Background: an optimization exercise with open tools, aiming at small area, a short achievable clock period and few clock cycles. Do not read the settings as production practice. Only simulation tests tie the RTL to the original design; equivalence was not proved. Power and IR drop assume default switching activity.

lane 1:
==> flow/design.v (excerpt) <==
module elc3_core
(
    input   logic           clk,
    input   logic           reset,
    input   logic           run,
    input   logic           cont,
    input   logic           step,
    input   logic   [15:0]  start_pc,
    output  logic           halted,
    output  logic           paused,
    output  logic           invalid_op,
    output  logic   [15:0]  pc,
    output  logic   [15:0]  ir,
    output  logic   [15:0]  mem_addr,
    output  logic           mem_oe,
    output  logic           mem_we,
    output  logic   [15:0]  mem_wdata,
    input   logic   [15:0]  mem_rdata,
    input   logic   [7:0]   key_data,
    input   logic           key_valid,
    input   logic           disp_ready,
    output  logic           disp_we,
    output  logic   [7:0]   disp_data
);
For scale: roughly 2000 cells after synthesis, roughly 230 flip-flops, roughly 130 I/O pins, ~16000 µm² of cells after synthesis.
clock: 10.0 ns
lec_check: 0
abc_area: 1
cap_margin: 20
core_margin: 2
core_utilization: 40
place_density: 0.6
setup_slack_margin: 5
slew_margin: 20
tns_end_percent: 100
run.sh (not shown) runs the stock make flow with config.mk's settings and CLKGATE_MAP_FILE= SYNTH_SCRIPT=/design/flow/synth_recipe.tcl, a recipe that flattens the netlist after the stock synthesis.
Testbench counts of lane 1, summed over its fixed seeds: cycles 232,092.
Input changes introduced in lane 2 (baseline for comparison: lane 1):
--- a/flow/design.v
+++ b/flow/design.v
@@ -1254,30 +1254,24 @@
     assign o_ldr  = op == 4'd6;
     assign o_str  = op == 4'd7;
     assign o_rti  = op == 4'd8;
     assign o_not  = op == 4'd9;
     assign o_ldi  = op == 4'd10;
     assign o_sti  = op == 4'd11;
     assign o_jmp  = op == 4'd12;
     assign o_mul  = op == 4'd13;
     assign o_lea  = op == 4'd14;
     assign o_trap = op == 4'd15;
-    logic [7:0]  sr1h, sr2h;     
+    logic [2:0]  sr2a;       
     logic [15:0] sr1, sr2, op2;
-    always_comb begin
-        sr1 = 16'd0;
-        sr2 = 16'd0;
-        for (int i = 0; i < 8; i++) begin
-            sr1 = sr1 | ({16{sr1h[i]}} & R[i]);
-            sr2 = sr2 | ({16{sr2h[i]}} & R[i]);
-        end
-    end
+    assign sr1  = R[IR[8:6]];
+    assign sr2  = R[sr2a];
     assign op2  = IR[5] ? {{11{IR[4]}}, IR[4:0]} : sr2;
     logic        pd_base_sr1, pd_sr2;
     logic [15:0] base, offs, immv, sum;
     logic [3:0]  pd_imm;     
     assign immv = ({16{pd_imm[0]}} & {{11{IR[4]}}, IR[4:0]}) |
                   ({16{pd_imm[1]}} & {{10{IR[5]}}, IR[5:0]}) |
                   ({16{pd_imm[2]}} & {{7{IR[8]}}, IR[8:0]}) |
                   ({16{pd_imm[3]}} & {{5{IR[10]}}, IR[10:0]});
     assign offs = pd_sr2 ? sr2 : immv;
     assign base = pd_base_sr1 ? sr1 : PC;
@@ -1312,33 +1306,23 @@
     logic        sel_sum, sel_and, sel_not, sel_mul, sel_pc, sel_ld;
     assign andv    = sr1 & op2;
     assign sel_ld  = s_ml & ~reset;
     assign sel_and = s_e & o_and & ~reset;
     assign sel_not = s_e & o_not & ~reset;
     assign sel_mul = s_e & o_mul & ~reset;
     assign sel_pc  = s_e & (o_jsr | o_trap) & ~reset;
     assign sel_sum = s_e & (o_add | o_lea) & ~reset;
     assign eres = ({16{sel_and}} & andv) | ({16{sel_not}} & ~sr1) |
                   ({16{sel_mul}} & prod) | ({16{sel_pc}} & PC);
-    logic z_sum, z_and, z_not, z_mul, z_ld, z_n;
+    logic z_sum, z_oth;
     assign z_sum = &(~(a_xor_b ^ {a_or_b[14:0], 1'b0}));    
-    assign z_and = ~|andv;
-    assign z_not = &sr1;
-    assign z_mul = ~|prod;
-    assign z_ld  = ~|mem_in;
-    always_comb begin
-        if (s_ml)                   z_n = z_ld;
-        else if (o_and)             z_n = z_and;
-        else if (o_not)             z_n = z_not;
-        else if (o_mul)             z_n = z_mul;
-        else                        z_n = z_sum;
-    end
+    assign z_oth = ~|(eres | ({16{sel_ld}} & mem_in));
     logic ben;
     assign ben = (IR[11] & N) | (IR[10] & Z) | (IR[9] & P);
     logic e_mem, e_redirect, e_wr, e_cc;
     assign e_mem      = o_ld | o_st | o_ldr | o_str | o_ldi | o_sti;
     assign e_redirect = (o_br & ben) | o_jmp | (o_jsr & (IR[11] | IR[8:6] != 3'd7));
     assign e_wr       = o_add | o_and | o_not | o_mul | o_lea | o_jsr | o_trap;
     assign e_cc       = o_add | o_and | o_not | o_mul | o_lea;
     logic        wr_en, cc_en;
     logic [2:0]  wr_a;
     logic [15:0] wr_d;
@@ -1424,22 +1408,21 @@
             s_halt <= 1'b1; s_f <= 1'b0; s_e <= 1'b0; s_p <= 1'b0; s_ml <= 1'b0;
             s_ms <= 1'b0; s_mi <= 1'b0; s_mt <= 1'b0; s_inv <= 1'b0;
         end else begin
             s_halt <= n_halt; s_f <= n_f; s_e <= n_e; s_p <= n_p; s_ml <= n_ml;
             s_ms <= n_ms; s_mi <= n_mi; s_mt <= n_mt; s_inv <= n_inv;
         end
         A <= nA;
         if (ld_pc) PC <= nPC;
         if (ld_ir) begin
             IR   <= mem_in;
-            sr1h <= 8'd1 << mem_in[8:6];
-            sr2h <= 8'd1 << ((mem_in[13] & mem_in[12]) ? mem_in[11:9] : mem_in[2:0]);
+            sr2a <= (mem_in[13] & mem_in[12]) ? mem_in[11:9] : mem_in[2:0];
             pd_sr2 <= mem_in[15:12] == 4'd1 && !mem_in[5];
             pd_imm[0] <= mem_in[15:12] == 4'd1;
             pd_imm[1] <= mem_in[15:12] == 4'd6 || mem_in[15:12] == 4'd7;
             pd_imm[2] <= mem_in[15:12] != 4'd1 && mem_in[15:12] != 4'd6 &&
                          mem_in[15:12] != 4'd7 && mem_in[15:12] != 4'd4 &&
                          mem_in[15:12] != 4'd12;
             pd_imm[3] <= mem_in[15:12] == 4'd4 && mem_in[11];
             pd_base_sr1 <= mem_in[15:12] == 4'd1 || mem_in[15:12] == 4'd6 ||
                            mem_in[15:12] == 4'd7 || mem_in[15:12] == 4'd12 ||
                            (mem_in[15:12] == 4'd4 && !mem_in[11]);
@@ -1452,21 +1435,21 @@
             WD <= sr2;
         else if (s_e & o_mul)
             WD <= {mhn[9], mhn[9], mhn[9:2], mhn[1:0], WD[5:2]};
         mcnt <= (s_e & o_mul) ? mcnt + 2'd1 : 2'd0;
     end
     always_ff @(posedge clk) begin
         if (s_halt) begin
             N <= 1'b0; Z <= 1'b1;
         end else if (cc_en) begin
             N <= wr_d[15];
-            Z <= z_n;
+            Z <= sel_sum ? z_sum : z_oth;
         end
     end
     logic [15:0] wr_d0;
     assign wr_d0 = wr_d;     
     genvar gi;
     generate
         for (gi = 0; gi < 8; gi++) begin : g_r
             always_ff @(posedge clk)
                 if (reset | (wr_en & wr_a == gi)) R[gi] <= wr_d0;
         end
Max multi-input gate count across lane 1 and lane 2: lane 2. Compared lane 1 against lane 2; fmax within noise. [compare] base=lane 1 new=lane 2: clock power has decreased, logic gate share of total power has increased, switching power has decreased. On met1 routing resource usage after global routing, the lower figure sits with lane 1, not lane 2. Clock slew at the register clock pins of the worst setup and hold paths essentially unchanged between lane 1 and lane 2. When the final numbers for lane 1 and lane 2 were put side by side, the die outline width turned out to be smaller in lane 2. In lane 2 the first-pass GRT wire length turned out about 5% lower than in lane 1. The critical path startpoint comes out A[8]$_DFF_P_ in one run and A[13]$_DFF_P_ in the other, namely in lane 1 and lane 2 respectively. Lane 2 vs lane 1: synthesized cell count up by a few percent. Of lane 1 and lane 2, lane 1 shows the lower slew at the pin closest to its max-slew limit, with lane 2 above it. TritonCTS sink count, lane 1 and lane 2: lower on lane 2.
Testbench counts of lane 2, summed over its fixed seeds: cycles 232,092.

-- separate check: timing with driven ports --
No port has a modelled driver above. Below, the same layouts with a new extraction and two added sets of constraints. Step 1 sets driving cells, clkbuf_16 on the clock port and buf_2 on the other inputs (assumed; they add their load-dependent delay and slew). Step 2 adds t to the input delays and takes it off the output delays; t is the mean of the earliest and latest rising clock arrival at the registers after step 1. Input paths then give back, and output paths get back, about the clock's delay inside the block. Three values: ideal, step 1, step 2; two values: the first two.
run | shift t [ns] | setup WS [ns] | slew at the worst register clock pin (ns)
lane 1 | 0.637 | 5.157 / 5.100 / 4.692 | 0.07 / 0.07
lane 2 | 0.622 | 5.160 / 5.108 / 4.587 | 0.07 / 0.07
After both steps setup and hold are still met in every run listed. For lane 2, which loses most, drivers alone change the setup slack by -0.052 ns; drivers and shift together by -0.573 ns.
